This is an optimization exercise on Yosys and OpenROAD, whose aim is small area and a short achievable clock period, not a production implementation. Only simulation tests tie the RTL to the original design; equivalence was not proved. Power and IR drop assume default switching activity.

File: flow/config.mk
export PLATFORM = sky130hd
export DESIGN_NAME = cic_decim
export DESIGN_NICKNAME = cic_decim
export VERILOG_FILES = /design/flow/design.v
export SDC_FILE = /design/flow/constraint.sdc
export NUM_CORES = 4
export LEC_CHECK = 0
export CAP_MARGIN = 20
export CORE_MARGIN = 2
export CORE_UTILIZATION = 40
export SETUP_SLACK_MARGIN = 1.0
export SLEW_MARGIN = 20
File: flow/constraint.sdc
create_clock -name core_clock -period 4.0 [get_ports {clk_i}]
set_input_delay 0.8000 -clock core_clock [delete_from_list [all_inputs] [get_ports {clk_i}]]
set_output_delay 0.8000 -clock core_clock [all_outputs]
set_load 0.01 [all_outputs]
File: flow/design.v
module cic_slice #(parameter WS = 17)
  (
    input               clk,
    input               rst,       
    input               g,         
    input               upd,       
    input      [WS-1:0] x,         
    input      [4:0]    ki,        
    input      [4:0]    kc,        
    output     [4:0]    ko_i,      
    output     [4:0]    ko_c,      
    output     [WS-1:0] q_p2, q_p3, q_d31, q_d40, q_d41
  );
  reg  [WS-1:0] i0, i1, i2, i3, i4;
  wire [WS+1:0] si0 = {1'b0, i0, 1'b1} + {1'b0, x,  ki[0]};
  wire [WS+1:0] si1 = {1'b0, i1, 1'b1} + {1'b0, i0, ki[1]};
  wire [WS+1:0] si2 = {1'b0, i2, 1'b1} + {1'b0, i1, ki[2]};
  wire [WS+1:0] si3 = {1'b0, i3, 1'b1} + {1'b0, i2, ki[3]};
  wire [WS+1:0] si4 = {1'b0, i4, 1'b1} + {1'b0, i3, ki[4]};
  always @(posedge clk) begin
    if (rst) begin
      i0 <= 0; i1 <= 0; i2 <= 0; i3 <= 0; i4 <= 0;
    end else if (g) begin
      i0 <= si0[WS:1]; i1 <= si1[WS:1]; i2 <= si2[WS:1];
      i3 <= si3[WS:1]; i4 <= si4[WS:1];
    end
  end
  reg  [WS-1:0] d00, d01, d10, d11, d20, d21, d30, d31, d40, d41;
  reg  [WS-1:0] p0, p1, p2, p3;
  wire [WS+1:0] sc0 = {1'b0, i4, 1'b1} + {1'b0, ~d01, kc[0]};
  wire [WS+1:0] sc1 = {1'b0, p0, 1'b1} + {1'b0, ~d11, kc[1]};
  wire [WS+1:0] sc2 = {1'b0, p1, 1'b1} + {1'b0, ~d21, kc[2]};
  wire [WS+1:0] sc3 = {1'b0, p2, 1'b1} + {1'b0, ~d31, kc[3]};
  wire [WS+1:0] sc4 = {1'b0, p3, 1'b1} + {1'b0, ~d41, kc[4]};
  always @(posedge clk) begin
    if (rst) begin
      d00 <= 0; d01 <= 0; d10 <= 0; d11 <= 0; d20 <= 0;
      d21 <= 0; d30 <= 0; d31 <= 0; d40 <= 0; d41 <= 0;
      p0 <= 0; p1 <= 0; p2 <= 0; p3 <= 0;
    end else if (upd) begin
      d00 <= i4; d01 <= d00;
      d10 <= p0; d11 <= d10;
      d20 <= p1; d21 <= d20;
      d30 <= p2; d31 <= d30;
      d40 <= p3; d41 <= d40;
      p0 <= sc0[WS:1]; p1 <= sc1[WS:1];
      p2 <= sc2[WS:1]; p3 <= sc3[WS:1];
    end
  end
  assign ko_i  = {si4[WS+1], si3[WS+1], si2[WS+1], si1[WS+1], si0[WS+1]};
  assign ko_c  = {sc4[WS+1], sc3[WS+1], sc2[WS+1], sc1[WS+1], sc0[WS+1]};
  assign q_p2  = p2;
  assign q_p3  = p3;
  assign q_d31 = d31;
  assign q_d40 = d40;
  assign q_d41 = d41;
endmodule
module cic_decim
  (
    input             clk_i,
    input             rst_i,
    input             en_i,
    input      [15:0] data_i,
    output     [15:0] data_o,
    input             act_i,
    input             act_out_i,
    output            val_o
  );
  localparam WS = 17;
  wire g   = en_i & act_i;
  reg  a0, a1, a2, a3, a4;
  wire upd = en_i & act_out_i & a4;
  reg  c0, c1, c2, c3, vint;
  always @(posedge clk_i) begin
    if (rst_i) begin
      a0 <= 1'b0; a1 <= 1'b0; a2 <= 1'b0; a3 <= 1'b0; a4 <= 1'b0;
    end else if (g) begin
      a0 <= 1'b1; a1 <= a0; a2 <= a1; a3 <= a2; a4 <= a3;
    end else if (en_i & act_out_i) begin
      a4 <= 1'b0;
    end
  end
  always @(posedge clk_i) begin
    if (rst_i) begin
      c0 <= 1'b0; c1 <= 1'b0; c2 <= 1'b0; c3 <= 1'b0;
    end else if (upd) begin
      c0 <= 1'b1; c1 <= c0; c2 <= c1; c3 <= c2;
    end
  end
  always @(posedge clk_i) begin
    if (rst_i)     vint <= 1'b0;
    else if (en_i) vint <= upd & c3;
  end
  reg rst_1, g_1, upd_1, sgn_1;
  reg rst_2, g_2, upd_2, sgn_2;
  always @(posedge clk_i) begin
    rst_1 <= rst_i; g_1 <= g;   upd_1 <= upd;   sgn_1 <= data_i[15];
    rst_2 <= rst_1; g_2 <= g_1; upd_2 <= upd_1; sgn_2 <= sgn_1;
  end
  wire [4:0]    koi_a, koc_a, koi_b, koc_b, koi_c, koc_c;
  reg  [4:0]    kri_a, krc_a, kri_b, krc_b;
  wire [WS-1:0] a_p2, a_p3, a_d31, a_d40, a_d41;
  wire [WS-1:0] b_p2, b_p3, b_d31, b_d40, b_d41;
  wire [WS-1:0] c_p2, c_p3, c_d31, c_d40, c_d41;
  cic_slice #(WS) sa (
    .clk(clk_i), .rst(rst_i), .g(g), .upd(upd),
    .x({data_i[15], data_i}), .ki(5'b00000), .kc(5'b11111),
    .ko_i(koi_a), .ko_c(koc_a),
    .q_p2(a_p2), .q_p3(a_p3), .q_d31(a_d31), .q_d40(a_d40), .q_d41(a_d41));
  cic_slice #(WS) sb (
    .clk(clk_i), .rst(rst_1), .g(g_1), .upd(upd_1),
    .x({WS{sgn_1}}), .ki(kri_a), .kc(krc_a),
    .ko_i(koi_b), .ko_c(koc_b),
    .q_p2(b_p2), .q_p3(b_p3), .q_d31(b_d31), .q_d40(b_d40), .q_d41(b_d41));
  cic_slice #(WS) sc (
    .clk(clk_i), .rst(rst_2), .g(g_2), .upd(upd_2),
    .x({WS{sgn_2}}), .ki(kri_b), .kc(krc_b),
    .ko_i(koi_c), .ko_c(koc_c),
    .q_p2(c_p2), .q_p3(c_p3), .q_d31(c_d31), .q_d40(c_d40), .q_d41(c_d41));
  always @(posedge clk_i) begin
    kri_a <= koi_a; krc_a <= koc_a;
    kri_b <= koi_b; krc_b <= koc_b;
  end
  wire       kb4_now = koc_b[4];     
  wire       kb3_old = krc_b[3];     
  wire       kb4_old = krc_b[4];     
  reg  [15:0] p4c;                   
  wire [WS+1:0] z_t   = {1'b0, c_p3, 1'b1} + {1'b0, ~c_d41, kb4_old};
  wire [WS-1:0] z_sum = z_t[WS:1];
  wire [15:0]   z     = rst_2 ? 16'd0 : upd_2 ? z_sum[WS-1:1] : p4c;
  wire [WS-1:0] t_a  = c_p2;
  wire [WS-1:0] t_b  = ~c_d31;
  wire [WS-1:0] t_c  = ~c_d40;
  wire [WS-1:0] cs_s = t_a ^ t_b ^ t_c;
  wire [WS-1:0] cs_c = {(t_a[WS-2:0] & t_b[WS-2:0]) | (t_a[WS-2:0] & t_c[WS-2:0]) |
                        (t_b[WS-2:0] & t_c[WS-2:0]), kb3_old};
  wire [WS-1:0] u_a  = upd_2 ? cs_s : c_p3;
  wire [WS-1:0] u_b  = upd_2 ? cs_c : ~c_d41;
  wire [WS-1:0] y0   = u_a + u_b;
  wire [WS+1:0] y1_t = {1'b0, u_a, 1'b1} + {1'b0, u_b, 1'b1};
  wire [WS-1:0] y1   = y1_t[WS:1];
  wire [15:0]   y    = rst_2 ? 16'd0 :
                       kb4_now ? y1[WS-1:1] : y0[WS-1:1];
  wire [15:0] p4_now = rst_1 ? 16'd0 : upd_1 ? y : z;
  always @(posedge clk_i) p4c <= z;
  reg [15:0] dout;
  reg        vout;
  always @(posedge clk_i) begin
    if (rst_i) begin
      dout <= 16'd0;
      vout <= 1'b0;
    end else if (en_i) begin
      dout <= p4_now;
      vout <= vint;
    end
  end
  assign data_o = dout;
  assign val_o  = vout;
endmodule
File: flow/flow/run.sh
#!/bin/bash
# The standard layout (standard.sh), except that synthesis maps the logic with
# ABC under a delay target (flow/abc_map.script) instead of ORFS's default ABC
# script.  Everything else in synthesis is the standard script
# (synth_recipe.tcl: synth -nofsm -noshare, flatten, renames), so the registers
# are the standard synthesis's.
set -euo pipefail
here=$(pwd)
export MY_ABC_SCRIPT=$here/flow/abc_map.script

# ORFS's synth.tcl with only the abc call's script changed (and its -D dropped)
sed 's|log_cmd abc {\*}\$abc_args$|set abc_args [lreplace $abc_args 1 1 $::env(MY_ABC_SCRIPT)]; set di [lsearch $abc_args -D]; if {$di >= 0} { set abc_args [lreplace $abc_args $di [expr {$di+1}]] }; log_cmd abc {*}$abc_args|' \
  "$FLOW_HOME/scripts/synth.tcl" > my_orfs_synth.tcl
grep -q MY_ABC_SCRIPT my_orfs_synth.tcl

# The standard flow's synthesis script, sourcing the changed synth.tcl
sed "s|source \$::env(SCRIPTS_DIR)/synth.tcl|source $here/my_orfs_synth.tcl|" synth_recipe.tcl > my_synth.tcl
grep -q my_orfs_synth.tcl my_synth.tcl

# The standard layout, with that synthesis script
sed "s|SYNTH_SCRIPT=[^ ]*|SYNTH_SCRIPT=$here/my_synth.tcl|" standard.sh > my_standard.sh
grep -q my_synth.tcl my_standard.sh

bash my_standard.sh > make.log 2>&1
File: flow/flow/abc_map.script
strash
dch -f
map -D 1200
topo
buffer -p
upsize -D 1200
dnsize -D 1200
stime -p
File: flow/standard.sh
#!/bin/bash
# synth_recipe.tcl (not shown) runs the flow's synth.tcl, then flattens the netlist and writes it again
# the make line also repeats each setting of config.mk as NAME=value (left out here)
make -C /OpenROAD-flow-scripts/flow DESIGN_CONFIG=/design/flow/config.mk WORK_HOME=/design/flow/orfs CLKGATE_MAP_FILE= SYNTH_SCRIPT=/design/flow/synth_recipe.tcl "${@:-finish}"
==> results of run 1 <==
[routing by layer]
layer  share of wire [%]  vias to the layer above  wire (um)
li1                    -                    24600          -
met1                  49                    21400      60600
met2                  46                      440      57500
met3                 2.8                      177       3430
met4                 2.4                        2       2960
met5               0.010                        -         13
[critical path, stage by stage, from the launching register on]
cell and delay, ns:
dfxtp_1 0.30, inv_1 0.09, fa_1 0.51, nand2_1 0.08, a21boi_1 0.14, nand2_1 0.10
inv_1 0.08, fa_2 0.45, o21ai_1 0.34, and2_1 0.20, o21ai_2 0.06, a32o_1 0.24
a22oi_1 0.14, nor2_1 0.05
[cell usage after synthesis (all sizes together), types with 2 or more instances]
master / instances / area share, %
fa: 45 / 1.6
o221a: 2 / 0.040
a221oi: 15 / 0.23
a32o: 4 / 0.071
a21o: 38 / 0.51
ha: 514 / 11
a211oi: 50 / 0.67
a221o: 11 / 0.20
nor3: 46 / 0.41
clkbuf: 328 / 2.2
o211a: 3 / 0.054
nand4: 29 / 0.32
o311ai: 2 / 0.045
dfxtp: 1040 / 37
a21oi: 1309 / 12
a22oi: 12 / 0.16
a21boi: 16 / 0.21
and2: 9 / 0.10
buf: 14 / 0.14
a41oi: 4 / 0.089
inv: 685 / 4.6
nand2: 839 / 5.6
nand3b: 8 / 0.11
nand3: 141 / 1.3
o21ai: 1014 / 9.2
and3: 2 / 0.022
o221ai: 2 / 0.031
nor2: 467 / 3.1
xnor2: 127 / 2.0
o31ai: 11 / 0.15
o21a: 28 / 0.38
xor2: 243 / 3.8
o2111ai: 13 / 0.20
nor4: 3 / 0.045
o22ai: 2 / 0.022
a31oi: 86 / 0.96
o21bai: 34 / 0.46
o211ai: 38 / 0.51
[layout make-up]
class | instances | area, um^2 | area share (%)
Clock buffer | 174 | 3400 | 5.45
Sequential cell | 1040 | 20800 | 33.4
Clock inverter | 43 | 733 | 1.17
Timing Repair Buffer | 89 | 973 | 1.56
Inverter | 686 | 2620 | 4.20
Multi-Input combinational cell | 5173 | 31500 | 50.5
Tap cell | 1876 | 2350 | 3.76
[final timing paths]
check | endpoint | depth (start not counted)
max reg2reg | dout[5]$_SDFFE_PP0P_ | 13
min reg2reg | sa.d41[0]$_SDFFE_PP0P_ | 2
min | sa.d41[0]$_SDFFE_PP0P_ | 2
max | dout[5]$_SDFFE_PP0P_ | 13
[timing repair]
item,in CTS,in global routing
gates cloned,0,3
resized for setup,15,61
hold endpoints to repair,0,0
buffers inserted,0,6
setup endpoints to repair,13,15
pin swaps,0,8
[power breakdown]
part | switching, mW | internal (mW) | total, mW
clock network | 4.52 | 6.75 | 11.3
logic | 2.22 | 1.41 | 3.63
registers | 0.290 | 10.6 | 10.9
total | 7.02 | 18.8 | 25.8
[kinds of logic (layout without fill, tap and decap cells)]
family | Yosys count | count (layout)
buf+inv | 1028 | 992
xor+xnor | 370 | 370
simple gates | 1546 | 1546
flops | 1040 | 1040
compound gates | 2698 | 2698
fa+ha+maj | 559 | 559
[metrics by stage]
step                total power [mW]  hold slack [ns]
floorplan                       13.9            0.329
global placement                14.7            0.438
detailed placement              14.7            0.448
CTS                             26.1            0.457
global route                    27.1            0.468
finish                          25.8            0.453
==> run notes, run 1 <==
I/O Pins - 38
Post-DRT Antenna Nets - 0
Critical Path AT - 3.52 ns
Cts-stage hold buffer count - 0
Via density - 5.14
Max Slew Vio Count - 0
Core ar. - 139000 um^2
Worst relative slew slack - 30.5%
Syn Area/Cell - 7.74 um^2
Slew @ Worst Pin - 1.04 ns
Crit. End Element - flop
Post-synth EDFFs - 0
DP Wirelength - 84.1 mm
Max-cap violations - 0
Final wirelength - 125 mm
Worst clock skew - 0.0481 ns
Leak Pwr - 26.2 nW
Share of synthesized registers carrying an async set or reset - 0%
Post-route cell area - 62500 um^2
Layout Nets - 7687
Critical path class - reg2reg
Final core utilization - 44.8%
Area share of fa/ha/maj cells after synthesis - 13.1%
DRT iter0 DRCs - 2509
Synth Area in Simple Gates - 11.1%
CTS tree - built
Mux share of post-synthesis cell area - 0%
Total CTS buffers - 117
RSZ-0062 raised after global routing - yes
Setup ws final - 1.11 ns
Crit path launch type - flop
Post-Synth XOR/XNOR Area - 5.78%
Setup slack at placement - 0.525 ns
Setup_tns - 0 ns
DRC - 0
Synth warn - 2
Row count - 137
Sequential-to-total area share from yosys stat - 37.2%
Placer Congestion - 0.882
DR vias - 46700
Layout area overhead - 11.5%
Tot GR Track Use - 17.1%
Status - no timing/DRC/antenna violations
VDD IR max - 0.000340 V
Non-Filler Instances - 9081
Largest family of logic cells by synthesized area - compound AO/OA/AOI/OAI gates
Starting density of the core - 40.2%
Total grt overflow - 0
Post-Place Cells - 8855
Fillcell total - 13800
Yosys cell types - 59
Clock period minus worst slack - 2.89 ns
Final setup fails - 0
Prevailing post-synth register cell - dfxtp_1
Worst setup startpoint - sc.d31[0]$_SDFFE_PP0P_
CTS root buffer - clkbuf_16
Post-Synthesis Cells - 7241
Global-route layer with the greatest usage - met2
H-tree Lvls - 3
Die H - 378 um
Highest Clock Rate - 345 MHz
Die footprint - 143000 um^2
Met3 usage - 2.36%
N_diodes - 0
1st-pass router iterations - 5
Clk Latency, worst-skew pair - 0.75 ns
Most common cell after layout, fill and taps aside - a21oi_1
Synth Cell Area - 56000 um^2
Final hold violations - 0
Final Cycle Share - 72.4%
Avg WL per Cell - 13.7 um
Crit Path Max Fanout - 5
Syn nets - 7821
Share of cells above drive strength 1 - 4.58%
Max Buffers Root-to-Sink - 3
Required time worst endpoint - 4.63 ns
Dpl cell area - 58000 um^2
Flops & latches, synth - 1040
GRT met2 Usage - 29.1%
Horiz. Die Dim - 378 um
Min-delay src - sa.d41[0]$_SDFFE_PP0P_
Synth Area in Compound Gates - 26.0%
Reg-to-reg slack, setup - 1.11 ns
Clk pin slew, worst setup/hold paths - 0.06 ns
Reg-to-Reg Start - sc.d31[0]$_SDFFE_PP0P_
M1 GR Usage - 22.6%
Largest net degree at the start of global routing - 255
Power per cell area - 413 nW/um^2
Hold Path Class - reg2reg
Initial antenna violation count - 3
Most frequent cells in the layout - a21oi_1 (1297), dfxtp_1 (1033), o21ai_0 (938), nand2_1 (838), inv_1 (677)
First-pass GRT wire length - 210 mm
Vias in the first global route - 43700
Port Buf Inserts - 37
Clock Sinks - 1040
==> run 2: changes to the inputs <==
--- a/flow/config.mk
+++ b/flow/config.mk
@@ -8,5 +8,5 @@
 export CAP_MARGIN = 20
 export CORE_MARGIN = 2
 export CORE_UTILIZATION = 40
-export SETUP_SLACK_MARGIN = 1.0
+export SETUP_SLACK_MARGIN = 1.5
 export SLEW_MARGIN = 20
==> run 2 against run 1 <==
- critical path depth grew 1
- flip-flop and latch count stayed put
- combinational power up 8.8%
- final cell count increased by 0.85%
- register-to-register slack gained 0.07 ns
- largest cell class unchanged
==> run notes, run 2 <==
Clk Latency, worst-skew pair - 0.74 ns
Crit. End Element - flop
Worst path bufs/invs - 1
Cts-stage hold buffer count - 0
Post-synth top area share - 37.2%
Critical path class - reg2reg
Post-Synthesis Cells - 7241
Final Hold Slack - 0.451 ns
Slew @ Worst Pin - 0.970 ns
Commonest cells in the netlist - a21oi_1 (1308), dfxtp_1 (1040), o21ai_0 (950)
Core ar. - 139000 um^2
Max-cap violations - 0
Sequential-to-total area share from yosys stat - 37.2%
Highest Clock Rate - 354 MHz
Share of cells above drive strength 1 - 9.54%
Horiz. Die Dim - 378 um
Crit Path Max Fanout - 4
Layout Nets - 7765
Vias in the first global route - 44200
Tot GR Track Use - 17.2%
CP top delay family - adder cells
Most common cell after layout, fill and taps aside - a21oi_1
Power Internal - 19.3 mW
CTS root buffer - clkbuf_16
Most frequent cells in the layout - a21oi_1 (1250), dfxtp_1 (1003), o21ai_0 (885), nand2_1 (807), inv_1 (657)
1st-pass router iterations - 5
Clock period minus worst slack - 2.82 ns
Cell Chain, Critical Path - fa_1 -> nand2_2 -> a21boi_4 -> nand2_2 -> inv_2 -> fa_2 -> o21ai_4 -> a21o_1 -> nor2_1 -> o21ai_1 -> o2111ai_2 -> nand2_1 -> a22oi_2 -> nor2_1
Max Buffers Root-to-Sink - 3
Final Cycle Share - 70.5%
Slowest CP cell - fa_1
VDD IR max - 0.000340 V
Via density - 5.17
Starting density of the core - 40.2%
Initial antenna violation count - 0
Post-Place Cells - 8852
Avg WL per Cell - 13.8 um
Power per cell area - 409 nW/um^2
Comb pwr share - 15.0%
Synth Cell Area - 56000 um^2
Crit path launch type - flop
Final core utilization - 46.3%
Syn nets - 7821
N_diodes - 0
DRC - 0
Post-synth EDFFs - 0
Row count - 137
Yosys cell types - 59
DP Wirelength - 82.4 mm
NetSw - 7.14 mW
Top-count cell post-synth - a21oi_1
Slowest stage delay, CP - 0.55 ns
Clock Sinks - 1040
H-tree Lvls - 3
Final setup fails - 0
Largest net degree at the start of global routing - 255
CTS tree - built
Sw frac - 27.0%
Final wirelength - 126 mm
Top post-synthesis cells by area - dfxtp_1 (37%), a21oi_1 (12%), ha_1 (11%)
Required time worst endpoint - 4.66 ns
Flop pwr share - 41.3%
Total grt overflow - 0
Max Slew Vio Count - 0
Synth warn - 2
Die H - 378 um
Leak Pwr - 27.0 nW
Worst relative slew slack - 35.3%
Worst clock skew - 0.0372 ns
Clock power share - 43.7%
Placer Congestion - 0.903
Hold Path Class - reg2reg
Post-DRT Antenna Nets - 0
Share of synthesized registers carrying an async set or reset - 0%
Critical Path AT - 3.48 ns
Total CTS buffers - 114
Clk pin slew, worst setup/hold paths - 0.06 ns
I/O Pins - 38
RSZ-0062 raised after global routing - yes
Port Buf Inserts - 37
Layout area overhead - 15.2%
First-pass GRT wire length - 213 mm
Flops & latches, synth - 1040
Prevailing post-synth register cell - dfxtp_1
DRT iter0 DRCs - 2432
Die footprint - 143000 um^2
Status - no timing/DRC/antenna violations
Leading area contributor after synthesis - dfxtp_1
Setup_tns - 0 ns
Syn Area/Cell - 7.74 um^2
Non-Filler Instances - 9158
Final hold violations - 0
DR vias - 47400
[run 2: changes by cell type in the layout (fill, tap and decap cells not counted), sizes merged, moves of 3 or more]
cell | before | now
bufinv | 13 | 18
inv | 686 | 689
dlygate4sd2 | 0 | 10
clkbuf | 177 | 161
buf | 50 | 131
clkdlybuf4s50 | 36 | 24
[run 2: final cells by class]
cell class              count  area, um^2
flip-flops and latches   1040       20900
multi-input cells        5173       32900
clock inverters            52         820
repair buffers            169        1640
clock buffers             161        3360
well taps                1876        2350
repair inverters            1        8.76
fillers                 13700       74800
inverters                 686        2630
[run 2: per-stage QoR]
step,cell area [um^2],power [mW],worst slack [ns]
floorplan,56400,13.9,1.42
global placement,58200,14.7,0.689
detailed placement,58200,14.7,0.725
CTS,63100,26.5,1.17
global route,64600,27.7,1.05
finish,64600,26.4,1.18
[run 2: final timing paths]
kind	start	to	slack (ns)	cells past startpoint
hold / removal	sa.d30[0]$_SDFFE_PP0P_	sa.d30[0]$_SDFFE_PP0P_	0.45	2
setup reg to reg	sc.p2[0]$_SDFFE_PP0P_	dout[11]$_SDFFE_PP0P_	1.18	14
hold reg to reg	sa.d30[0]$_SDFFE_PP0P_	sa.d30[0]$_SDFFE_PP0P_	0.45	2
setup / recovery	sc.p2[0]$_SDFFE_PP0P_	dout[11]$_SDFFE_PP0P_	1.18	14
[run 2: worst reg2reg max path, cell delays in order (launching register included)]
cell,delay [ns]
dfxtp_4,0.35
fa_1,0.55
nand2_2,0.07
a21boi_4,0.14
nand2_2,0.10
inv_2,0.05
fa_2,0.39
o21ai_4,0.23
a21o_1,0.17
nor2_1,0.04
o21ai_1,0.17
o2111ai_2,0.17
nand2_1,0.14
a22oi_2,0.06
nor2_1,0.11
[run 2: timing repair]
item                                    CTS  global route
endpoints found under the setup margin   59           141
cloned                                    3             0
resized for setup                       139           260
pin swaps                                68           118
setup buffers                            36            54
[run 2: routing by layer]
metal | GRT usage, % | wire length [um] | vias to the layer above
met3 | 2.45 | 3460 | 187
met1 | 23.1 | 61800 | 21900
met4 | 4.48 | 2760 | 0
met5 | 0 | 0 | -
li1 | - | - | 24800
met2 | 28.9 | 58000 | 461
[run 2: kinds of logic (layout without fill, tap and decap cells)]
kind of cell               Yosys count  count (layout)  share of synthesized area (%)
AOI/OAI and AO/OA                 2698            2698                           26.0
and+or+nand+nor                   1546            1546                           11.1
DFF                               1040            1040                           37.2
buffers and inverters             1028            1069                           6.93
adders and majority gates          559             559                           13.1
xor gates and xnor gates           370             370                           5.78
[run 2: power by group through the flow]
stage	registers [mW]	logic, mW	clock network [mW]
after floorplan	11.0	2.88	0
after global placement	11.1	3.53	0
after detailed placement	11.1	3.58	0
after CTS	10.9	3.70	11.9
after global routing	11.0	4.47	12.3
final	10.9	3.95	11.5

==> static timing again, ports no longer ideal <==
In the flow no input, the clock included, has a driving cell. The finished layouts below were timed again as built, in two steps.
Step 1 assumes that a clkbuf_16 drives the clock port and a buf_2 every other input.
Step 2 adds t to the input delays and takes it off the output delays; t is the mean of the earliest and latest rising clock arrival at the registers after step 1. Input paths then give back, and output paths get back, about the clock's delay inside the block.
a / b / c = ideal / step 1 / step 2; a / b = the first two.
run	t, ns	slack for setup (ns)	latest minus earliest clock arrival (ns)	worst slew at a driven data input, ns	pins driven straight from the clock port
run 1	0.804	1.105 / 1.105 / 0.537	0.059 / 0.059	0.11	1
run 2	0.801	1.179 / 1.179 / 0.883	0.038 / 0.038	0.04	1
After both steps setup and hold are still met in every run listed. The setup slack of run 1, which loses most, moves by 0.000 ns with the drivers and by -0.568 ns with both steps.
